From an optimization exercise on the open Yosys and OpenROAD flow, aimed at small area, a short achievable clock period and few clock cycles; shortcuts taken in it are not production practice.
The RTL was checked by simulation tests, not by an equivalence proof against the original design.
No activity file was given, so power comes from the tool's default toggle rates.

===== config.mk =====
export PLATFORM = sky130hd
export DESIGN_NAME = cpu
export DESIGN_NICKNAME = cpu
export VERILOG_FILES = /design/flow/design.v
export SDC_FILE = /design/flow/constraint.sdc
export NUM_CORES = 4
export LEC_CHECK = 0
export CAP_MARGIN = 20
export CORE_MARGIN = 2
export CORE_UTILIZATION = 40
export PLACE_DENSITY = 0.6
export SLEW_MARGIN = 20

===== constraint.sdc =====
create_clock -name core_clock -period 9.0 [get_ports {clk}]
set_input_delay 1.8000 -clock core_clock [delete_from_list [all_inputs] [get_ports {clk}]]
set_output_delay 1.8000 -clock core_clock [all_outputs]
set_load 0.01 [all_outputs]

===== design.v =====
`timescale 10ns / 10ns
module block_ram #(
    parameter DATA = 8,
    parameter SIZE = 65_536,
    localparam ADDR = $clog2(SIZE)
) (
    input clk,
    input write_enable,
    input [DATA - 1:0] data,
    input [ADDR - 1:0] addr,
    output [DATA - 1:0] data_out
);
    logic [DATA - 1:0] mem [SIZE - 1:0];
    logic [DATA - 1:0] out;
    always @ (posedge clk) begin
        if (write_enable) begin
            mem[addr] <= data;
        end
        out <= mem[addr];
    end
    assign data_out = out;
endmodule
`timescale 10ns / 10ns
module arrayblock #(
    parameter ARR_SIZE = 1024,
    localparam ADDR = $clog2(ARR_SIZE)
) (
    input clk,
    input rst,
    input write,
    input trigger,
    input [ADDR - 1:0] addr,
    input [31:0] writevalue,
    output [31:0] readvalue,
    output done
);
    logic [31:0] read_out;
    logic [31:0] write_in;
    logic [ADDR - 1:0] mem_addr;
    logic writing;
    block_ram #(
        .DATA(32),
        .SIZE(ARR_SIZE)
    ) arrmem (
        .clk(clk),
        .write_enable(writing),
        .data(write_in),
        .addr(mem_addr),
        .data_out(read_out)
    );
    logic [1:0] state;
    const logic [1:0] IDLE  = 2'b00;
    const logic [1:0] READ  = 2'b01;
    const logic [1:0] WRITE = 2'b10;
    logic is_done;
    always @ (posedge clk) begin
        case (state)
            IDLE: begin
                writing <= 0;
                is_done <= 0;
            end
            WRITE: begin
                state <= IDLE;
                is_done <= 1;
            end
            READ: begin
                state <= IDLE;
                is_done <= 1;
            end
            default: begin end
        endcase
        if (trigger) begin
            mem_addr <= addr;
            if (write) begin
                writing <= 1;
                state <= WRITE;
                write_in <= writevalue;
            end
            else begin
                writing <= 0;
                state <= READ;
            end
        end
        if (rst) begin
            state <= IDLE;
            write_in <= 32'h0000_0000;
            writing <= 0;
            is_done <= 0;
        end
    end
    assign readvalue[31:0] = read_out[31:0];
    assign done = is_done;
endmodule
`timescale 10ns / 10ns
module stack #(
    parameter STACKDATA = 32,
    parameter STACKSIZE = 65_536
) (
    input clk,
    input rst,
    input push,
    input trigger,
    input [STACKDATA - 1:0] writevalue,
    output [STACKDATA - 1:0] readvalue,
    output done
);
    logic writing;
    logic [STACKDATA - 1:0] word_in;
    logic [STACKDATA - 1:0] word_out;
    logic [15:0] addr;
    block_ram #(
        .DATA(STACKDATA),
        .SIZE(STACKSIZE)
    ) memory (
        .clk(clk),
        .write_enable(writing),
        .data(word_in),
        .addr(addr),
        .data_out(word_out)
    );
    logic [15:0] top_of_stack;
    logic [1:0] state;
    const logic [1:0] IDLE  = 2'b00;
    const logic [1:0] WRITE = 2'b01;
    const logic [1:0] READ  = 2'b10;
    logic is_done;
    always @ (posedge clk) begin
        case (state)
            IDLE: begin
                writing <= 0;
                is_done <= 0;
            end
            WRITE: begin
                top_of_stack <= top_of_stack + 1;
                state <= IDLE;
                is_done <= 1;
            end
            READ: begin
                top_of_stack <= top_of_stack - 1;
                state <= IDLE;
                is_done <= 1;
            end
            default: begin end
        endcase
        if (trigger) begin
            if (push) begin
                writing <= 1;
                state <= WRITE;
                word_in <= writevalue;
                addr <= top_of_stack;
            end
            else begin
                writing <= 0;
                state <= READ;
                addr <= top_of_stack - 1;
            end
        end
        if (rst) begin
            state <= IDLE;
            addr <= 16'h0000;
            top_of_stack <= 16'h0000;
            word_in <= 32'h0000_0000;
            writing <= 0;
            is_done <= 0;
        end
    end
    assign readvalue[STACKDATA - 1:0] = word_out[STACKDATA - 1:0];
    assign done = is_done;
endmodule
`timescale 10ns / 10ns
module alu(
    input [31:0] operand_a,
    input [31:0] operand_b,
    input [3:0] op_select,
    output logic [31:0] result
);
    const logic [3:0] IADD = 4'b0000;
    const logic [3:0] ISUB = 4'b0001;
    const logic [3:0] IMUL = 4'b0010;
    const logic [3:0] INEG = 4'b0101;
    const logic [3:0] ISHL = 4'b1100;
    const logic [3:0] ISHR = 4'b1101;
    const logic [3:0] IAND = 4'b1111;
    const logic [3:0] IOR  = 4'b1000;
    const logic [3:0] IXOR = 4'b1001;
    always_comb
        begin
            case (op_select)
                IADD: begin
                    result = operand_a + operand_b;
                end
                ISUB: begin
                    result = operand_a - operand_b;
                end
                IMUL: begin
                    result = operand_a[15:0] * operand_b[15:0];
                end
                IAND: begin
                    result = operand_a & operand_b;
                end
                IOR: begin
                    result = operand_a | operand_b;
                end
                IXOR: begin
                    result = operand_a ^ operand_b;
                end
                INEG: begin
                    result = ~operand_a + 1;
                end
                ISHL: begin
                    result = operand_a << (operand_b & 32'h0000_001f);
                end
                ISHR: begin
                    result = operand_a >> (operand_b & 32'h0000_001f);
                end
                default: begin
                    result = 32'hXXXX;
                end
            endcase
        end
endmodule
`timescale 10ns / 10ns
module divmod #(
    parameter WIDTH = 32
) (
    input clk,
    input rst,
    input trigger,
    output done,
    input [WIDTH - 1:0] a,
    input [WIDTH - 1:0] b,
    output [WIDTH - 1:0] q,
    output [WIDTH - 1:0] r
);
    logic calc, is_done;
    logic [WIDTH - 1:0] divisor;
    logic [WIDTH - 1:0] quot, rem, quot_next;
    logic [WIDTH:0] acc, acc_next;
    logic [$clog2(WIDTH) - 1:0] iter;
    always_comb begin
        if (acc >= { 1'b0, divisor }) begin
            acc_next = acc - divisor;
            { acc_next, quot_next } = { acc_next[WIDTH - 1:0], quot, 1'b1 };
        end else begin
            { acc_next, quot_next } = { acc, quot } << 1;
        end
    end
    always @ (posedge clk) begin
        if (is_done) begin
            is_done <= 0;
        end
        if (calc) begin
            if (iter == WIDTH - 1) begin
                is_done <= 1;
                calc <= 0;
                quot <= quot_next;
                rem <= acc_next[WIDTH:1];
            end else begin
                iter <= iter + 1;
                acc <= acc_next;
                quot <= quot_next;
            end
        end
        if (rst) begin
            calc <= 0;
            is_done <= 0;
        end
        if (trigger) begin
            calc <= 1;
            iter <= 0;
            divisor <= b;
            { acc, quot } <= { { WIDTH { 1'b0 } }, a, 1'b0 };
        end
    end
    assign q = quot;
    assign r = rem;
    assign done = is_done;
endmodule
localparam NOP = 8'h00;
localparam ICONST_M1 = 8'h02;
localparam ICONST_0  = 8'h03;
localparam ICONST_1  = 8'h04;
localparam ICONST_2  = 8'h05;
localparam ICONST_3  = 8'h06;
localparam ICONST_4  = 8'h07;
localparam ICONST_5  = 8'h08;
localparam BIPUSH = 8'h10;
localparam SIPUSH = 8'h11;
localparam LDC = 8'h12;
localparam ILOAD = 8'h15;
localparam ILOAD_0 = 8'h1a;
localparam ILOAD_1 = 8'h1b;
localparam ILOAD_2 = 8'h1c;
localparam ILOAD_3 = 8'h1d;
localparam ALOAD_0 = 8'h2a;
localparam ALOAD_1 = 8'h2b;
localparam ALOAD_2 = 8'h2c;
localparam ALOAD_3 = 8'h2d;
localparam IALOAD = 8'h2e;
localparam BALOAD = 8'h33;
localparam ISTORE = 8'h36;
localparam ISTORE_0 = 8'h3b;
localparam ISTORE_1 = 8'h3c;
localparam ISTORE_2 = 8'h3d;
localparam ISTORE_3 = 8'h3e;
localparam ASTORE_0 = 8'h4b;
localparam ASTORE_1 = 8'h4c;
localparam ASTORE_2 = 8'h4d;
localparam ASTORE_3 = 8'h4e;
localparam IASTORE = 8'h4f;
localparam BASTORE = 8'h54;
localparam POP = 8'h57;
localparam DUP = 8'h59;
localparam IADD = 8'h60;  
localparam ISUB = 8'h64;  
localparam IMUL = 8'h68;  
localparam IDIV = 8'h6c;  
localparam IREM = 8'h70;  
localparam INEG = 8'h74;  
localparam ISHL = 8'h78;  
localparam ISHR = 8'h7a;  
localparam IAND = 8'h7e;  
localparam IOR  = 8'h80;  
localparam IXOR = 8'h82;  
localparam IINC = 8'h84;  
localparam IFEQ = 8'h99;
localparam IFNE = 8'h9a;
localparam IFLT = 8'h9b;
localparam IFGE = 8'h9c;
localparam IFGT = 8'h9d;
localparam IFLE = 8'h9e;
localparam IF_ICMPEQ = 8'h9f;
localparam IF_ICMPNE = 8'ha0;
localparam IF_ICMPLT = 8'ha1;
localparam IF_ICMPGE = 8'ha2;
localparam IF_ICMPGT = 8'ha3;
localparam IF_ICMPLE = 8'ha4;
localparam GOTO = 8'ha7;
localparam IRETURN = 8'hac;
localparam ARETURN = 8'hb0;
localparam RETURN  = 8'hb1;
localparam INVOKESTATIC = 8'hb8;
localparam NEWARRAY = 8'hbc;
localparam EQ = 3'b000;
localparam NE = 3'b001;
localparam LT = 3'b010;
localparam LE = 3'b011;
localparam GE = 3'b100;
localparam GT = 3'b101;
`timescale 10ns / 10ns
module decoder(
    input [7:0] opcode,
    output [3:0] aluop,
    output isaluop,
    output isdivrem,
    output iscmp,
    output [3:0] cmptype,
    output isargpush,
    output isconstpush,
    output [2:0] constval,
    output isgoto,
    output islvaread,
    output islvawrite,
    output [1:0] lvaindex,
    output isnewarray,
    output isarrread,
    output isarrwrite,
    output ispop,
    output isdup,
    output isldc,
    output isiinc,
    output [1:0] argc,        
    output [1:0] stackargs,   
    output stackwb            
);
    logic [3:0] alu_op;
    logic is_aluop;
    logic is_divrem;
    logic is_cmp;
    logic [3:0] cmp_type;
    logic is_constpush;
    logic [31:0] const_val;
    logic is_argpush;
    logic is_goto;
    logic is_lvaread;
    logic is_lvawrite;
    logic [1:0] lva_index;
    logic is_newarray;
    logic is_arrread;
    logic is_arrwrite;
    logic is_pop;
    logic is_dup;
    logic is_ldc;
    logic is_iinc;
    logic [1:0] arg_c;
    logic [1:0] stack_args;
    logic stack_wb;
    always @ (opcode) begin
        alu_op = 4'h0;
        is_aluop = 0;
        is_divrem = 0;
        is_cmp = 0;
        cmp_type = 4'h0;
        is_argpush = 0;
        is_goto = 0;
        is_lvaread = 0;
        is_lvawrite = 0;
        lva_index = 2'b00;
        is_newarray = 0;
        is_arrread = 0;
        is_arrwrite = 0;
        is_pop = 0;
        is_dup = 0;
        is_ldc = 0;
        is_iinc = 0;
        arg_c = 2'b00;
        stack_args = 2'b00;
        stack_wb = 0;
        is_constpush = 0;
        const_val = 3'b000;
        casez (opcode)
            NOP: begin end  
              8'h0?: begin
                is_constpush = 1;
                case (opcode[3:0])
                    4'h2: begin const_val = 3'b111; end  
                    4'h3: begin const_val = 3'b000; end  
                    4'h4: begin const_val = 3'b001; end  
                    4'h5: begin const_val = 3'b010; end  
                    4'h6: begin const_val = 3'b011; end  
                    4'h7: begin const_val = 3'b100; end  
                    4'h8: begin const_val = 3'b101; end  
                    default: begin end
                endcase
                stack_wb = 1;
            end
            SIPUSH: begin
                is_argpush = 1;
                arg_c = 2'b10;
                stack_wb = 1;
            end
            BIPUSH: begin
                is_argpush = 1;
                arg_c = 2'b01;
                stack_wb = 1;
            end
            LDC: begin
                is_ldc = 1;
                arg_c = 2'b01;
                stack_wb = 1;
            end
            ILOAD: begin
                is_lvaread = 1;
                arg_c = 2'b01;
                stack_wb = 1;
            end
              8'h1?: begin
                is_lvaread = 1;
                case (opcode[3:0])
                    4'ha: begin lva_index = 2'b00; end  
                    4'hb: begin lva_index = 2'b01; end  
                    4'hc: begin lva_index = 2'b10; end  
                    4'hd: begin lva_index = 2'b11; end  
                    default: begin end
                endcase
                stack_wb = 1;
            end
            IALOAD: begin
                is_arrread = 1;
                stack_args = 2'b10;
                stack_wb = 1;
            end
              8'h2?: begin
                is_lvaread = 1;
                case (opcode[3:0])
                    4'ha: begin lva_index = 2'b00; end  
                    4'hb: begin lva_index = 2'b01; end  
                    4'hc: begin lva_index = 2'b10; end  
                    4'hd: begin lva_index = 2'b11; end  
                    default: begin end
                endcase
                stack_wb = 1;
            end
            BALOAD: begin
                is_arrread = 1;
                stack_args = 2'b10;
                stack_wb = 1;
            end
            ISTORE: begin
                is_lvawrite = 1;
                arg_c = 2'b01;
                stack_args = 2'b01;
            end
              8'h3?: begin
                is_lvawrite = 1;
                case (opcode[3:0])
                    4'hb: begin lva_index = 2'b00; end  
                    4'hc: begin lva_index = 2'b01; end  
                    4'hd: begin lva_index = 2'b10; end  
                    4'he: begin lva_index = 2'b11; end  
                    default: begin end
                endcase
                stack_args = 2'b01;
            end
            IASTORE: begin
                is_arrwrite = 1;
                stack_args = 2'b11;
            end
              8'h4?: begin
                is_lvawrite = 1;
                case (opcode[3:0])
                    4'hb: begin lva_index = 2'b00; end  
                    4'hc: begin lva_index = 2'b01; end  
                    4'hd: begin lva_index = 2'b10; end  
                    4'he: begin lva_index = 2'b11; end  
                    default: begin end
                endcase
                stack_args = 2'b01;
            end
            BASTORE: begin
                is_arrwrite = 1;
                stack_args = 2'b11;
            end
            POP: begin
                is_pop = 1;
                stack_args = 2'b01;
            end
            DUP: begin
                is_dup = 1;
                stack_args = 2'b01;
            end
              8'h6?: begin
                alu_op = {opcode[7], opcode[4], opcode[3], opcode[2]};
                is_aluop = 1;
                stack_args = 2'b10;
                stack_wb = 1;
                if (opcode == IDIV) begin
                    is_divrem = 1;
                end
            end
            INEG: begin
                alu_op = 4'b0101;
                is_aluop = 1;
                stack_args = 2'b01;
                stack_wb = 1;
            end
              8'h7?: begin
                if (opcode[3]) begin  
                    alu_op = {~opcode[7], opcode[4], opcode[2], opcode[1]};
                end
                else begin  
                    alu_op = {opcode[7], opcode[4], opcode[3], opcode[2]};
                    is_divrem = 1;
                end
                is_aluop = 1;
                stack_args = 2'b10;
                stack_wb = 1;
            end
            IINC: begin
                is_iinc = 1;
                arg_c = 2'b10;
            end
              8'h8?: begin
                alu_op = {opcode[7], opcode[4], opcode[2], opcode[1]};
                is_aluop = 1;
                stack_args = 2'b10;
                stack_wb = 1;
            end
            GOTO: begin
                arg_c = 2'b10;
                is_goto = 1;
            end
            IRETURN: begin end
            ARETURN: begin end
            RETURN: begin end
            NEWARRAY: begin
                is_newarray = 1;
                arg_c = 2'b01;
                stack_args = 2'b01;
                stack_wb = 1;
            end
              8'b10??????: begin
                if (opcode >= 8'h99 || opcode <= 8'ha4) begin
                    is_cmp = 1;
                    case (opcode[3:0])
                        4'h9: begin
                            stack_args = 2'b01;
                            cmp_type[2:0] = EQ;
                        end
                        4'ha: begin
                            stack_args = 2'b01;
                            cmp_type[2:0] = NE;
                        end
                        4'hb: begin
                            stack_args = 2'b01;
                            cmp_type[2:0] = LT;
                        end
                        4'hc: begin
                            stack_args = 2'b01;
                            cmp_type[2:0] = GE;
                        end
                        4'hd: begin
                            stack_args = 2'b01;
                            cmp_type[2:0] = GT;
                        end
                        4'he: begin
                            stack_args = 2'b01;
                            cmp_type[2:0] = LE;
                        end
                        4'hf: begin
                            stack_args = 2'b10;
                            cmp_type[3] = 1;
                            cmp_type[2:0] = EQ;
                        end
                        4'h0: begin
                            stack_args = 2'b10;
                            cmp_type[3] = 1;
                            cmp_type[2:0] = NE;
                        end
                        4'h1: begin
                            stack_args = 2'b10;
                            cmp_type[3] = 1;
                            cmp_type[2:0] = LT;
                        end
                        4'h2: begin
                            stack_args = 2'b10;
                            cmp_type[3] = 1;
                            cmp_type[2:0] = GE;
                        end
                        4'h3: begin
                            stack_args = 2'b10;
                            cmp_type[3] = 1;
                            cmp_type[2:0] = GT;
                        end
                        4'h4: begin
                            stack_args = 2'b10;
                            cmp_type[3] = 1;
                            cmp_type[2:0] = LE;
                        end
                        default: begin end
                    endcase
                    arg_c = 2'b10;
                end
            end
            default: begin
                alu_op = 4'hX;
            end
        endcase
    end
    assign aluop = alu_op;
    assign isaluop = is_aluop;
    assign isdivrem = is_divrem;
    assign iscmp = is_cmp;
    assign cmptype = cmp_type;
    assign isargpush = is_argpush;
    assign isgoto = is_goto;
    assign islvaread = is_lvaread;
    assign islvawrite = is_lvawrite;
    assign lvaindex = lva_index;
    assign isnewarray = is_newarray;
    assign isarrread = is_arrread;
    assign isarrwrite = is_arrwrite;
    assign ispop = is_pop;
    assign isdup = is_dup;
    assign isldc = is_ldc;
    assign isiinc = is_iinc;
    assign argc = arg_c;
    assign stackargs = stack_args;
    assign stackwb = stack_wb;
    assign isconstpush = is_constpush;
    assign constval = const_val;
endmodule
`timescale 10ns / 10ns
module control(
    input clk,
    input rst,
    input [7:0] op_code,             
    input [7:0] arg1,                
    input [7:0] arg2,                
    output [15:0] offset,            
    output op_done,                  
    input [31:0] ldconst,            
    output lvaop,                    
    output lvatrigger,               
    output [7:0] lvaindex,           
    input [31:0] lvaread,            
    output [31:0] lvawrite,          
    input lvadone,                   
    input lvamove,                   
    output lvamovedone,              
    output arrop,                    
    output arrtrigger,               
    output [15:0] arraddr,           
    input [31:0] arrreadvalue,       
    output [31:0] arrwritevalue,     
    input arrdone,                   
    output evalpush,                 
    output evaltrigger,              
    input [31:0] evalread,           
    output [31:0] evalwrite,         
    input evaldone,                  
    output idle                      
);
    logic done;                      
    logic [3:0] aluop;               
    logic isaluop;                   
    logic isdivrem;                  
    logic iscmp;                     
    logic [3:0] cmptype;             
    logic isconstpush;               
    logic [2:0] constval;            
    logic isargpush;                 
    logic isgoto;                    
    logic islvaread;                 
    logic islvawrite;                
    logic [1:0] lvadecodedindex;     
    logic isnewarray;                
    logic isarrread;                 
    logic isarrwrite;                
    logic ispop;                     
    logic isdup;                     
    logic isldc;                     
    logic islvainc;                  
    logic [1:0] argc;                
    logic [1:0] stackargs;           
    logic stackwb;                   
    decoder decoder (
        .opcode(op_code),
        .aluop(aluop),
        .isaluop(isaluop),
        .isdivrem(isdivrem),
        .iscmp(iscmp),
        .cmptype(cmptype),
        .isconstpush(isconstpush),
        .constval(constval),
        .isargpush(isargpush),
        .isgoto(isgoto),
        .islvaread(islvaread),
        .islvawrite(islvawrite),
        .lvaindex(lvadecodedindex),
        .isnewarray(isnewarray),
        .isarrread(isarrread),
        .isarrwrite(isarrwrite),
        .ispop(ispop),
        .isdup(isdup),
        .isldc(isldc),
        .isiinc(islvainc),
        .argc(argc),
        .stackargs(stackargs),
        .stackwb(stackwb)
    );
    logic [31:0] operand_a;          
    logic [31:0] operand_b;          
    logic [31:0] result;          
    alu alu (
        .operand_a(operand_a),
        .operand_b(operand_b),
        .op_select(aluop),
        .result(result)
    );
    logic divtrigger, divdone;
    logic [31:0] divquot, divrem;
    divmod #(
        .WIDTH(32)
    ) divider (
        .clk(clk),
        .rst(rst),
        .trigger(divtrigger),
        .done(divdone),
        .a(operand_a),
        .b(operand_b),
        .q(divquot),
        .r(divrem)
    );
    logic [1:0] stackarg_counter;    
    logic [1:0] stackwrite_counter;  
    logic [3:0] state;
    const logic [3:0] IDLE        = 4'b0000;
    const logic [3:0] FETCH       = 4'b0001;
    const logic [3:0] DECODE      = 4'b0010;
    const logic [3:0] S_LOAD      = 4'b0011;
    const logic [3:0] DIV_WAIT    = 4'b0100;
    const logic [3:0] LVA_START   = 4'b0101;
    const logic [3:0] LVA_WAIT    = 4'b0110;
    const logic [3:0] LVA_INC     = 4'b0111;
    const logic [3:0] LVA_INCWAIT = 4'b1000;
    const logic [3:0] ARR_START   = 4'b1001;
    const logic [3:0] ARR_WAIT    = 4'b1010;
    const logic [3:0] DUP_START   = 4'b1011;
    const logic [3:0] DUP_WAIT    = 4'b1100;
    const logic [3:0] COMP        = 4'b1101;
    const logic [3:0] EXEC        = 4'b1110;
    const logic [3:0] WRITE       = 4'b1111;
    const logic [1:0] FETCH_WAIT = 2'b11;
    logic [1:0] fetch_wait;
    logic [15:0] pc_offset;          
    logic [31:0] compvalue;          
    logic jump;                      
    logic stack_push;                
    logic [31:0] stack_write;        
    logic stack_trigger;             
    logic lva_op;                    
    logic [7:0] lva_index;           
    logic [31:0] lva_write;          
    logic lva_trigger;               
    logic arr_op;                    
    logic [15:0] arr_addr;           
    logic [31:0] arr_write;          
    logic arr_trigger;               
    logic [2:0] lvamove_state;
    const logic [2:0] LVAMOVE_IDLE      = 3'b000;
    const logic [2:0] LVAMOVE_STACKLOAD = 3'b001;
    const logic [2:0] LVAMOVE_STACKWAIT = 3'b010;
    const logic [2:0] LVAMOVE_WRITE     = 3'b011;
    const logic [2:0] LVAMOVE_WAIT      = 3'b100;
    logic lvamove_done;
    always @ (posedge clk) begin
        if (lvamove) begin
            lvamove_state <= LVAMOVE_STACKLOAD;
        end
        if (lvamove_state != LVAMOVE_IDLE) begin
            case (lvamove_state)
                LVAMOVE_STACKLOAD: begin
                    stack_push <= 0;
                    stack_trigger <= 1;
                    lvamove_state <= LVAMOVE_STACKWAIT;
                end
                LVAMOVE_STACKWAIT: begin
                    if (evaldone) begin
                        lva_op <= 1;
                        lvamove_state <= LVAMOVE_WRITE;
                        lva_write[31:0] <= evalread[31:0];
                    end
                    stack_trigger <= 0;
                end
                LVAMOVE_WRITE: begin
                    lva_trigger <= 1;
                    lvamove_state <= LVAMOVE_WAIT;
                end
                LVAMOVE_WAIT: begin
                    if (lvadone) begin
                        lvamove_done <= 1;
                        lvamove_state <= LVAMOVE_IDLE;
                    end
                    lva_op <= 0;
                    lva_trigger <= 0;
                end
                default: begin
                end
            endcase
        end
        else begin
            lvamove_done <= 0;
        end
        case (state)
            IDLE: begin
                done <= 0;
                jump <= 0;
                if (fetch_wait == 0) begin
                    if (op_code != NOP &&
                        op_code != INVOKESTATIC &&
                        op_code != IRETURN && 
                        op_code != ARETURN && 
                        op_code != RETURN) 
                    begin
                        state <= FETCH;
                    end
                    else begin
                        state <= IDLE;
                    end
                end
                fetch_wait <= fetch_wait - 1;
            end
            FETCH: begin
                if (isconstpush || isargpush || isgoto || islvaread || isldc || islvainc) begin
                    state <= DECODE;
                end
                else if (isaluop || iscmp || islvawrite || isnewarray || isarrread || isarrwrite || ispop || isdup) begin
                    state <= DECODE;
                    stackarg_counter <= stackargs;
                end
            end
            DECODE: begin
                if (isconstpush || isargpush || isgoto || isldc) begin
                    state <= EXEC;
                end
                if (isaluop || iscmp || ispop || isdup || islvawrite || isnewarray || isarrread || isarrwrite) begin
                    stack_push <= 0;
                    stack_trigger <= 1;
                    stackarg_counter <= stackarg_counter - 1;
                    state <= S_LOAD;
                end
                if (isgoto) begin
                    jump <= 1;
                end
                if (islvaread || islvawrite || islvainc) begin
                    if (argc > 2'b00) begin
                        lva_index <= arg1;
                    end
                    else begin
                        lva_index <= { { 6 { 1'b0 } }, lvadecodedindex };
                    end
                    if (islvaread || islvainc) begin
                        lva_op <= 0;
                        state <= LVA_START;
                    end
                end
            end
            S_LOAD: begin
                if (evaldone) begin
                    case (stackarg_counter)
                        2'b11: begin
                            stackarg_counter <= stackarg_counter - 1;
                        end
                        2'b10: begin
                            if (isarrwrite) begin
                                operand_b[31:0] <= evalread[31:0];
                            end
                            stack_push <= 0;
                            stack_trigger <= 1;
                            stackarg_counter <= stackarg_counter - 1;
                        end
                        2'b01: begin
                            if (isaluop || iscmp) begin
                                operand_b[31:0] <= evalread[31:0];
                            end
                            if (isarrread || isarrwrite) begin
                                operand_a[15:0] <= evalread[15:0];
                            end
                            stack_push <= 0;
                            stack_trigger <= 1;
                            stackarg_counter <= stackarg_counter - 1;
                        end
                        2'b00: begin
                            if (isaluop || iscmp) begin
                                operand_a[31:0] <= evalread[31:0];
                            end
                            if (iscmp) begin
                                compvalue[31:0] <= cmptype[3] ? operand_b : 32'h0000_0000;
                                state <= COMP;
                            end
                            else if (islvawrite) begin
                                lva_op <= 1;
                                operand_a[31:0] <= evalread[31:0];
                                state <= LVA_START;
                            end
                            else if (isarrread || isarrwrite) begin
                                arr_op <= isarrwrite;
                                state <= ARR_START;
                            end
                            else if (isnewarray) begin
                                stack_write[31:0] <= 32'h0000_0000;
                                state <= EXEC;
                            end
                            else if (isdup) begin
                                operand_a[31:0] <= evalread[31:0];
                                stackwrite_counter <= 2'b10;
                                state <= DUP_START;
                            end
                            else begin
                                if (isdivrem) begin
                                    divtrigger <= 1;
                                    state <= DIV_WAIT;
                                end else begin
                                    state <= EXEC;
                                end
                            end
                        end
                        default: begin end
                    endcase
                end
                else begin
                    stack_trigger <= 0;
                end
            end
            DIV_WAIT: begin
                divtrigger <= 0;
                if (divdone) begin
                    if (op_code == IDIV) begin
                        stack_write[31:0] <= divquot[31:0];
                    end else if (op_code == IREM) begin
                        stack_write[31:0] <= divrem[31:0];
                    end
                    stack_push <= 1;
                    state <= WRITE;
                    stack_trigger <= 1;
                end
            end
            LVA_START: begin
                lva_trigger <= 1;
                if (islvaread || islvainc) begin
                    state <= LVA_WAIT;
                end
                else if (islvawrite) begin
                    lva_write[31:0] <= operand_a[31:0];
                    state <= LVA_WAIT;
                end
            end
            LVA_WAIT: begin
                if (lvadone) begin
                    if (islvaread || islvawrite) begin
                        state <= EXEC;
                    end
                    else if (islvainc) begin
                        lva_write[31:0] <= lvaread[31:0] + arg2[7:0];
                        lva_op <= 1;
                        state <= LVA_INC;
                    end
                end
                lva_trigger <= 0;
            end
            LVA_INC: begin
                lva_trigger <= 1;
                state <= LVA_INCWAIT;
            end
            LVA_INCWAIT: begin
                if (lvadone) begin
                    lva_op <= 0;
                    state <= EXEC;
                end
                lva_trigger <= 0;
            end
            ARR_START: begin
                arr_write[31:0] <= operand_b[31:0];
                arr_addr[15:0] <= operand_a[15:0];
                arr_trigger <= 1;
                state <= ARR_WAIT;
            end
            ARR_WAIT: begin
                if (arrdone) begin
                    arr_op <= 0;
                    state <= EXEC;
                end
                arr_trigger <= 0;
            end
            DUP_START: begin
                if (stackwrite_counter == 2'b00) begin
                    state <= IDLE;
                    done <= 1;
                    fetch_wait <= FETCH_WAIT;
                end
                else begin
                    stack_push <= 1;
                    stack_write[31:0] <= operand_a[31:0];
                    stack_trigger <= 1;
                    state <= DUP_WAIT;
                end
            end
            DUP_WAIT: begin
                if (evaldone) begin
                    stackwrite_counter <= stackwrite_counter - 1;
                    state <= DUP_START;
                end
                stack_trigger <= 0;
            end
            COMP: begin  
                case (cmptype[2:0])
                    EQ: begin
                        jump <= operand_a == compvalue;
                    end
                    NE: begin
                        jump <= operand_a != compvalue;
                    end
                    LT: begin
                        if (operand_a[31] == 1 && compvalue[31] == 0) begin
                            jump <= 1;
                        end
                        else if (operand_a[31] == 0 && compvalue[31] == 1) begin
                            jump <= 0;
                        end
                        else begin
                            jump <= operand_a < compvalue;
                        end
                    end
                    LE: begin
                        if (operand_a[31] == 1 && compvalue[31] == 0) begin
                            jump <= 1;
                        end
                        else if (operand_a[31] == 0 && compvalue[31] == 1) begin
                            jump <= 0;
                        end
                        else begin
                            jump <= operand_a <= compvalue;
                        end
                    end
                    GE: begin
                        if (operand_a[31] == 1 && compvalue[31] == 0) begin
                            jump <= 0;
                        end
                        else if (operand_a[31] == 0 && compvalue[31] == 1) begin
                            jump <= 1;
                        end
                        else begin
                            jump <= operand_a >= compvalue;
                        end
                    end
                    GT: begin
                        if (operand_a[31] == 1 && compvalue[31] == 0) begin
                            jump <= 0;
                        end
                        else if (operand_a[31] == 0 && compvalue[31] == 1) begin
                            jump <= 1;
                        end
                        else begin
                            jump <= operand_a > compvalue;
                        end
                    end
                    default: begin end
                endcase
                state <= EXEC;
            end
            EXEC: begin
                if (isconstpush) begin
                    if (constval[2:0] == 3'b111) begin
                        stack_write[31:0] <= 32'hffff_ffff;
                    end
                    else begin
                        stack_write[31:0] <= { { 29 { 1'b0 } }, constval[2:0] };
                    end
                end
                if (isaluop) begin
                    stack_write[31:0] <= result[31:0];
                end
                if (isargpush) begin
                    if (argc == 2'b01) begin
                        stack_write[31:0] <= { { 24 { arg1[7] } }, arg1[7:0] };
                    end
                    else if (argc == 2'b10) begin
                        stack_write[31:0] <= { { 16 { arg1[7] } }, arg1[7:0], arg2[7:0] };
                    end
                end
                if (islvaread) begin
                    stack_write[31:0] <= lvaread[31:0];
                end
                if (isarrread) begin
                    stack_write[31:0] <= arrreadvalue[31:0];
                end
                if (isldc) begin
                    stack_write[31:0] <= ldconst[31:0];
                end
                if (stackwb) begin
                    stack_push <= 1;
                    state <= WRITE;
                    stack_trigger <= 1;
                end
                else begin
                    state <= IDLE;
                    done <= 1;
                    fetch_wait <= FETCH_WAIT;
                end
            end
            WRITE: begin
                if (stackwb) begin
                    if (evaldone) begin
                        state <= IDLE;
                        done <= 1;
                        fetch_wait <= FETCH_WAIT;
                    end
                    else begin
                        stack_trigger <= 0;
                    end
                end
            end
            default: begin end
        endcase
        if (jump) begin
            pc_offset <= {arg1, arg2};
        end
        else begin
            pc_offset <= argc + 1;
        end
        if (rst) begin
            state <= IDLE;
            pc_offset <= 16'h0000;
            compvalue <= 32'h0000_0000;
            jump <= 0;
            operand_a <= 32'h0000_0000;
            operand_b <= 32'h0000_0000;
            lvamove_state <= LVAMOVE_IDLE;
            lvamove_done <= 0;
            arr_op <= 0;
            arr_addr <= 16'h0000;
            arr_write <= 32'h0000_0000;
            arr_trigger <= 0;
            lva_op <= 0;
            lva_index <= 16'h0000;
            lva_write <= 32'h0000_0000;
            lva_trigger <= 0;
            stack_push <= 0;
            stack_write <= 32'h0000_0000;
            stack_trigger <= 0;
            fetch_wait <= FETCH_WAIT;
            done <= 0;
            divtrigger <= 0;
        end
    end
    assign op_done = done;
    assign idle = (state == IDLE) && (fetch_wait == 0);
    assign lvaindex = lva_index;
    assign lvaop = lva_op;
    assign lvawrite = lva_write;
    assign lvatrigger = lva_trigger;
    assign lvamovedone = lvamove_done;
    assign arrop = arr_op;
    assign arrtrigger = arr_trigger;
    assign arraddr = arr_addr;
    assign arrwritevalue = arr_write;
    assign evalpush = stack_push;
    assign evaltrigger = stack_trigger;
    assign evalwrite = stack_write;
    assign offset = pc_offset;
endmodule
`timescale 10ns / 10ns
module cpu(
    input clk,
    input rst,
    input [7:0] op_code,             
    input [7:0] arg1,                
    input [7:0] arg2,                
    input [31:0] dataparams,         
    output [15:0] dataindex,         
    output [15:0] program_counter,   
    output arr_trigger,              
    output arr_write,                
    output [15:0] arr_addr,          
    output [31:0] arr_wdata,         
    input [31:0] arr_rdata,          
    input arr_done,                  
    output halted                    
);
    logic arrwrite;                  
    logic arrtrigger;                
    logic [15:0] arraddr;            
    logic [31:0] arrwritevalue;      
    logic [31:0] arrreadvalue;       
    logic arrdone;                   
    assign arr_trigger = arrtrigger;
    assign arr_write = arrwrite;
    assign arr_addr = arraddr;
    assign arr_wdata = arrwritevalue;
    assign arrreadvalue = arr_rdata;
    assign arrdone = arr_done;
    logic lvawrite;                 
    logic lvatrigger;               
    logic [15:0] lvaaddr;           
    logic [31:0] lvain;             
    logic [31:0] lvaout;            
    logic lvadone;                  
    arrayblock #(
        .ARR_SIZE(32)
    ) localvars (
        .clk(clk),
        .rst(rst),
        .write(lvawrite),
        .trigger(lvatrigger),
        .addr(lvaaddr),
        .writevalue(lvain),
        .readvalue(lvaout),
        .done(lvadone)
    );
    logic [7:0] lvaindex;           
    logic [15:0] lvaoffset;         
    logic opdone;                   
    logic [15:0] offset;            
    logic [31:0] ldconst;
    logic evalpush;                  
    logic evaltrigger;               
    logic [31:0] evalread;           
    logic [31:0] evalwrite;          
    logic evaldone;                  
    logic lvamove;                   
    logic lvamovedone;               
    logic ctlidle;                   
    control control_unit (
        .clk(clk),
        .rst(rst),
        .op_code(op_code),
        .arg1(arg1),
        .arg2(arg2),
        .ldconst(ldconst),
        .lvadone(lvadone),
        .lvaread(lvaout),
        .lvawrite(lvain),
        .lvaindex(lvaindex),
        .lvaop(lvawrite),
        .lvatrigger(lvatrigger),
        .lvamove(lvamove),
        .lvamovedone(lvamovedone),
        .arrop(arrwrite),
        .arrtrigger(arrtrigger),
        .arraddr(arraddr),
        .arrwritevalue(arrwritevalue),
        .arrreadvalue(arrreadvalue),
        .arrdone(arrdone),
        .evalpush(evalpush),
        .evaltrigger(evaltrigger),
        .evalread(evalread),
        .evalwrite(evalwrite),
        .evaldone(evaldone),
        .offset(offset),
        .op_done(opdone),
        .idle(ctlidle)
    );
    logic callpush;                  
    logic calltrigger;               
    logic [39:0] callwrite;          
    logic [39:0] callread;           
    logic calldone;                  
    stack #(
        .STACKDATA(40),
        .STACKSIZE(16)
    ) callstack (
        .clk(clk),
        .rst(rst),
        .push(callpush),
        .trigger(calltrigger),
        .writevalue(callwrite),
        .readvalue(callread),
        .done(calldone)
    );
    stack #(
        .STACKDATA(32),
        .STACKSIZE(16)
    ) eval_stack (
        .clk(clk),
        .rst(rst),
        .push(evalpush),
        .trigger(evaltrigger),
        .writevalue(evalwrite),
        .readvalue(evalread),
        .done(evaldone)
    );
    logic [3:0] invoke_state;
    const logic [3:0] IDLE        = 4'b0000;
    const logic [3:0] LOADPARAMS  = 4'b0001;
    const logic [3:0] PARAMWAIT   = 4'b0010;
    const logic [3:0] FETCHPARAMS = 4'b0011;
    const logic [3:0] LVALOAD     = 4'b0100;
    const logic [3:0] LVAMOVE     = 4'b0101;
    const logic [3:0] LVAWAIT     = 4'b0110;
    const logic [3:0] LVADONE     = 4'b0111;
    const logic [3:0] CS_PUSH     = 4'b1000;
    const logic [3:0] CS_WAIT     = 4'b1001;
    const logic [3:0] INVOKE      = 4'b1010;
    const logic [3:0] RET         = 4'b1011;
    const logic [3:0] INVOKEDONE  = 4'b1100;
    logic [15:0] pc;                 
    logic [15:0] data_index;         
    logic [15:0] codeaddr;           
    logic [7:0] argcount;            
    logic [7:0] lvamax;              
    logic [7:0] lvamax_caller;       
    always @ (posedge clk) begin
        if (opdone) begin
            pc <= pc + offset;
        end
        if (op_code != INVOKESTATIC) begin
            lvaaddr <= lvaoffset - lvamax + lvaindex;
        end
        if (op_code == LDC) begin
            data_index[15:0] <= { 8'h00, arg1 };
            ldconst[31:0] <= dataparams[31:0];
        end
        case (invoke_state)
            IDLE: begin
                invoke_state <= IDLE;
            end
            LOADPARAMS: begin
                data_index[15:0] <= { arg1, arg2 };
                lvamax_caller[7:0] <= lvamax[7:0];
                invoke_state <= PARAMWAIT;
            end
            PARAMWAIT: begin
                invoke_state <= FETCHPARAMS;
            end
            FETCHPARAMS: begin
                codeaddr[15:0] <= dataparams[31:16];
                argcount[7:0] <= dataparams[15:8];
                lvamax[7:0] <= dataparams[7:0];
                invoke_state <= LVALOAD;
            end
            LVALOAD: begin
                lvaoffset <= lvaoffset + lvamax;
                invoke_state <= LVAMOVE;
            end
            LVAMOVE: begin
                if (argcount > 0) begin
                    lvamove <= 1;
                    lvaaddr <= lvaoffset - lvamax + argcount - 1;
                    invoke_state <= LVAWAIT;
                end
                else begin
                    invoke_state <= LVADONE;
                end
            end
            LVAWAIT: begin
                if (lvamovedone) begin
                    argcount <= argcount - 1;
                    invoke_state <= LVAMOVE;
                end
                lvamove <= 0;
            end
            LVADONE: begin
                invoke_state <= CS_PUSH;
            end
            CS_PUSH: begin
                callwrite[39:24] = pc + 3;
                callwrite[23:0] = { lvamax_caller, lvaoffset - lvamax };
                callpush <= 1;
                calltrigger <= 1;
                invoke_state <= CS_WAIT;
            end
            CS_WAIT: begin
                if (calldone) begin
                    callpush <= 0;
                    invoke_state <= INVOKE;
                end
                calltrigger <= 0;
            end
            INVOKE: begin
                pc <= codeaddr;
                invoke_state <= INVOKEDONE;
            end
            RET: begin
                if (calldone) begin
                    pc <= callread[39:24];
                    lvamax[7:0] <= callread[23:16];
                    lvaoffset <= callread[15:0];
                    invoke_state <= INVOKEDONE;
                end
                calltrigger <= 0;
            end
            INVOKEDONE: begin
                invoke_state <= IDLE;
            end
            default: begin
            end
        endcase
        if (op_code == INVOKESTATIC) begin
            if (invoke_state == IDLE) begin
                invoke_state <= LOADPARAMS;
            end
        end
        if (op_code == IRETURN || op_code == ARETURN || op_code == RETURN) begin
            if (invoke_state == IDLE) begin
                callpush <= 0;
                calltrigger <= 1;
                invoke_state <= RET;
            end
        end     
        if (rst) begin
            pc <= 16'h0000;
            data_index <= 16'h0000;
            lvaoffset <= 16'h0000;
            lvamax <= 8'h00;
            invoke_state <= PARAMWAIT;
            lvamove <= 0;
            callpush <= 0;
            calltrigger <= 0;
        end
    end
    logic halt_r;
    always @ (posedge clk) begin
        if (rst) begin
            halt_r <= 0;
        end
        else if (ctlidle && op_code == NOP && invoke_state == IDLE) begin
            halt_r <= 1;
        end
    end
    assign halted = halt_r;
    assign program_counter = pc;
    assign dataindex = data_index;
endmodule

===== run.sh =====
#!/bin/bash
# synth_recipe.tcl (not shown) runs the flow's synth.tcl, then flattens the netlist and writes it again
# the make line also repeats each setting of config.mk as NAME=value (left out here)
make -C /OpenROAD-flow-scripts/flow DESIGN_CONFIG=/design/flow/config.mk WORK_HOME=/design/flow/orfs CLKGATE_MAP_FILE= SYNTH_SCRIPT=/design/flow/synth_recipe.tcl finish

==> flow_summary.toml <==
[worst_setup_path]
start_kind = "flip-flop"
reg2regPathDepth = 25
worstPathRequired_ns = 9.87
r2r_end = "control_unit.stack_write[20]$_SDFFE_PP0P_"
arrival_ns = 8.86
path_class = "reg -> reg"
path_max_fanout = 13
reg2reg_from = "control_unit.operand_a[5]$_SDFFE_PP0P_"
cp-end-kind = "flip-flop"
r2r_setup_slack_ns = 1.00

[clock_tree]
cts_sinks = 2695
cts_root_buf = "clkbuf_16"
clk_pin_slew_ns = 0.07
cts_buffers = 297
post_cts_buffers = 0
clk_latency_ns = 0.96
cts_resized = 0
cts_tree = "yes"
clockBufferDepth = 4
ctsHoldBuffers = 0
htree_levels = 5

[drt]
first_iter_violations = 11110
vias = 85460
wl_per_cell_um = 33.92
ant_nets = 0
vias_per_cell = 6.128
dr.pass1.iters = 6
wl_um = 473100
drc = 0

[synth]
ys_types = 106
synth.avg_cell_area_um2 = 13.57
synthesis.area_um2 = 127000
ys.flop_type = "edfxtp_1"
synth-seq-cells = 2695
syn-num-nets = 9993
async_flop_share_pct = 0
ys_seq_area_share_pct = 59.36
synth_edf_count = 2144
syn_inst = 9361
yosysWarnings = 14

[worst_hold_path]
hold_depth = 0
min_to = "callwrite[20]$_DFFE_PP_"
min_from = "lvamax_caller[4]$_DFFE_PP_"
hp-class = "reg -> reg"

[job]
maxCapViolCount = 0

[floorplan]
die-area_um2 = 322100
die_x_um = 567.6
rows = 206
initial_core_util_pct = 40.27
die_y_um = 567.6
core_um2 = 315500
top_level_ports = 174

[grt]
antenna_found_initial = 42
grt_usage_pct = 28.86
first_global_vias = 83630
grt_max_degree = 143
grt_pass1_wl_um = 659900
grt.overflow.total = 0

[timing]
finalCritPeriodShare_pct = 88.85
setup_viol = 0
tns_ns = 0
slew_headroom_pct = 14.73
rsz0062_at_grt = "no"
min_period_ns = 7.997
hold_viol_final = 0
slew_violations = 0
whs_ns = 0.4174
fmax_mhz = 125.1
tightest_slew_ns = 1.270
clock_skew_ns = 0.07185

[layout]
finish.net_count = 10160
syn_to_final_growth_pct = 13.66
drive_above_1_share_pct = 16.26
fin_util_pct = 45.77

[pwr]
p_leak_uw = 0.04909
irDropWorstVdd_uv = 190.3
pwr_density_cell_nw_per_um2 = 218.6

[placed_design]
dp_hpwl_um = 318700
routabilityCongestion = 1.041
port_buffers = 173

[run_status]
outcome = "finished clean"
-- power by group --
part	switching, uW	leakage, uW	internal, uW	total, uW
Clock	5100	0.00475	7180	12300
Combinational	2650	0.0200	1930	4580
Sequential	843	0.0244	13900	14700
Total	8590	0.0491	23000	31600
-- critical path, cell delays in order, from the launching register on --
cell and delay, ns:
dfxtp_1 0.79, ha_1 0.48, fa_1 0.48, inv_1 0.08, fa_1 0.43, fa_1 0.42
fa_1 0.49, inv_1 0.06, fa_1 0.53, inv_1 0.05, fa_1 0.48, inv_1 0.04
ha_1 0.34, a211oi_1 0.30, o21ai_0 0.17, a31oi_1 0.18, buf_4 0.17, o31ai_1 0.07
buf_4 0.19, a2111oi_0 0.63, nor2_1 0.16, xnor2_1 0.17, a221oi_1 0.56, a211oi_1 0.11
o311ai_1 0.33, a32o_1 0.21
-- through the flow --
step | power, uW | setup slack [ns] | std cells | area, um2
2_1_floorplan | 17630 | 1.229 | 9361 | 127000
4_1_cts | 31700 | 1.065 | 13930 | 144300
3_5_place_dp | 19460 | 1.074 | 13390 | 134500
6_report | 31570 | 1.003 | 13950 | 144400
3_3_place_gp | 19410 | 1.131 | 13390 | 134500
5_1_grt | 32570 | 0.5053 | 13930 | 144400
-- flip-flops by register name, indices dropped and copies added, names as in the netlist, 32 cells and up --
signal / count
eval_stack.memory.mem: 512
control_unit.arr_write: 32
eval_stack.word_in: 32
localvars.write_in: 32
control_unit.divider.divisor: 32
control_unit.divider.quot: 32
callstack.memory.mem: 416
control_unit.divider.rem: 32
localvars.arrmem.out: 32
control_unit.stack_write: 32
ldconst: 32
control_unit.lva_write: 32
localvars.arrmem.mem: 1024
control_unit.divider.acc: 33
control_unit.operand_b: 32
control_unit.compvalue: 32
control_unit.operand_a: 32
eval_stack.memory.out: 32
-- cells in the final DEF (no fill, tap or decap), types with 27 or more instances in the layout --
cell             Yosys  final
edfxtp_1          2144   2144
nand2_1            889    884
nor2_1             756    696
mux4_2             623    623
a21oi_1            557    557
dfxtp_1            551    524
inv_1              470    470
ha_1               334    334
clkbuf_16            0    306
o21ai_0            288    286
buf_4               12    285
fa_1               207    207
clkdlybuf4s50_1      0    172
mux2i_1            155    153
a22oi_1            151    151
nand3_1            146    145
xnor2_1            135    134
nor3_1             128    112
a211oi_1           101    100
clkbuf_1           427     79
o211ai_1            67     67
nand4_1             61     61
nor2_4               0     58
a21o_1              58     57
o21a_1              56     56
xor2_1              55     55
o22ai_1             52     52
nand2b_1            51     51
clkinv_1            18     51
a221oi_1            46     46
mux2_2              40     40
a31oi_1             41     40
nor2b_1             41     39
clkinv_2             0     38
and3_1              34     32
o221ai_1            31     31
clkbuf_8             0     29
and2_1              32     27
-- metal layers --
| metal | track usage (%) | wire (um) |
|---|---|---|
| met4 | 15.87 | 30470 |
| met3 | 5.051 | 39300 |
| met5 | 0 | 111 |
| met1 | 38.77 | 189100 |
| met2 | 44.52 | 214100 |
-- kinds of logic (layout without fill, tap and decap cells) --
group	after synthesis	count (layout)	share of synthesized area (%)
flip-flops	2695	2695	59.36
other	0	19	0
AND/OR/NAND/NOR	2288	2288	7.932
multiplexers	819	819	12.63
AO/OA/AOI/OAI	1738	1738	8.877
XOR/XNOR	190	190	1.310
buffers and inverters	1090	1495	3.335
adder cells (fa/ha/maj)	541	541	6.552
-- area by class of cell --
type,instances,area [um2]
Multi-Input combinational cell,5576,48090
Inverter,493,1851
Antenna cell,19,47.55
Fill cell,27810,171100
Timing Repair Buffer,462,3956
Sequential cell,2695,75460
Tap cell,4160,5205
Clock inverter,126,1414
Clock buffer,414,8353
-- Yosys cell counts, drive strengths merged (17+ instances only) --
cell type / count / area, um2
or2: 20 / 125.1
o211ai: 67 / 503.0
ha: 334 / 4179
mux2: 40 / 450.4
a2111oi: 18 / 163.9
a21oi: 560 / 2821
xor2: 55 / 481.7
nor3: 131 / 670.6
fa: 207 / 4144
nor2b: 41 / 256.5
buf: 169 / 778.2
a211o: 17 / 148.9
o21bai: 20 / 150.1
a221o: 25 / 250.2
a221oi: 47 / 417.9
nand3: 146 / 730.7
a21o: 58 / 435.4
o31ai: 26 / 195.2
o21a: 56 / 420.4
a211oi: 104 / 795.8
edfxtp: 2144 / 64380
nand2: 890 / 3343
mux4: 623 / 14030
and2: 32 / 200.2
nand3b: 20 / 153.9
clkinv: 18 / 67.56
nand4: 61 / 381.6
xnor2: 135 / 1182
mux2i: 156 / 1565
and3: 34 / 212.7
o2111ai: 17 / 148.9
a31oi: 41 / 256.5
dfxtp: 551 / 11030
o21ai: 308 / 1545
nor4: 27 / 196.4
a22oi: 153 / 1167
nor2: 759 / 2870
nand2b: 51 / 319.1
o221ai: 31 / 271.5
clkbuf: 428 / 1608
a311oi: 26 / 227.7
inv: 475 / 1783
o22ai: 52 / 325.3
or3: 26 / 162.7
-- how the worst max path moves through the flow --
stage / start / end / slack (ns) / depth (start not counted)
final: control_unit.operand_a[5]$_SDFFE_PP0P_ / control_unit.stack_write[20]$_SDFFE_PP0P_ / 1.00 / 25
after CTS: control_unit.operand_a[5]$_SDFFE_PP0P_ / control_unit.stack_write[20]$_SDFFE_PP0P_ / 1.07 / 25
after detailed placement: control_unit.operand_a[5]$_SDFFE_PP0P_ / control_unit.stack_write[20]$_SDFFE_PP0P_ / 1.07 / 25
after floorplan: control_unit.operand_b[2]$_SDFFE_PP0P_ / control_unit.stack_write[27]$_SDFFE_PP0P_ / 1.23 / 28
after global placement: control_unit.operand_a[7]$_SDFFE_PP0P_ / control_unit.stack_write[20]$_SDFFE_PP0P_ / 1.13 / 25
after global routing: control_unit.operand_a[5]$_SDFFE_PP0P_ / control_unit.stack_write[20]$_SDFFE_PP0P_ / 0.51 / 25
Testbench counts, summed over its fixed seeds: cycles 1,468,194.

re-timing with driven ports:
The results above use ideal ports. As a check the final layout listed here was re-extracted and re-timed, cells and wires unchanged.
Step 1: set_driving_cell puts a clkbuf_16 on clk and a buf_2 on each other input, an assumption about the parent block.
Step 2 moves the port delays by t, midway between the first and last clock arrival at a register: inputs arrive t later, outputs are due t later. That takes back most of the time a late clock gives input paths.
Slacks: ideal ports / drivers / drivers and shift; pairs: ideal ports / drivers.
t, ns: 1.002
slack for setup (ns): 1.003 / 1.003 / 1.003
hold WS [ns]: 0.417 / 0.417 / 0.417
clock arrival spread, ns: 0.089 / 0.089
worst register clock-pin slew, ns: 0.07 / 0.07
After both steps this run still meets setup and hold. The setup slack of this run moves by 0.000 ns with the drivers and by 0.000 ns with both steps.
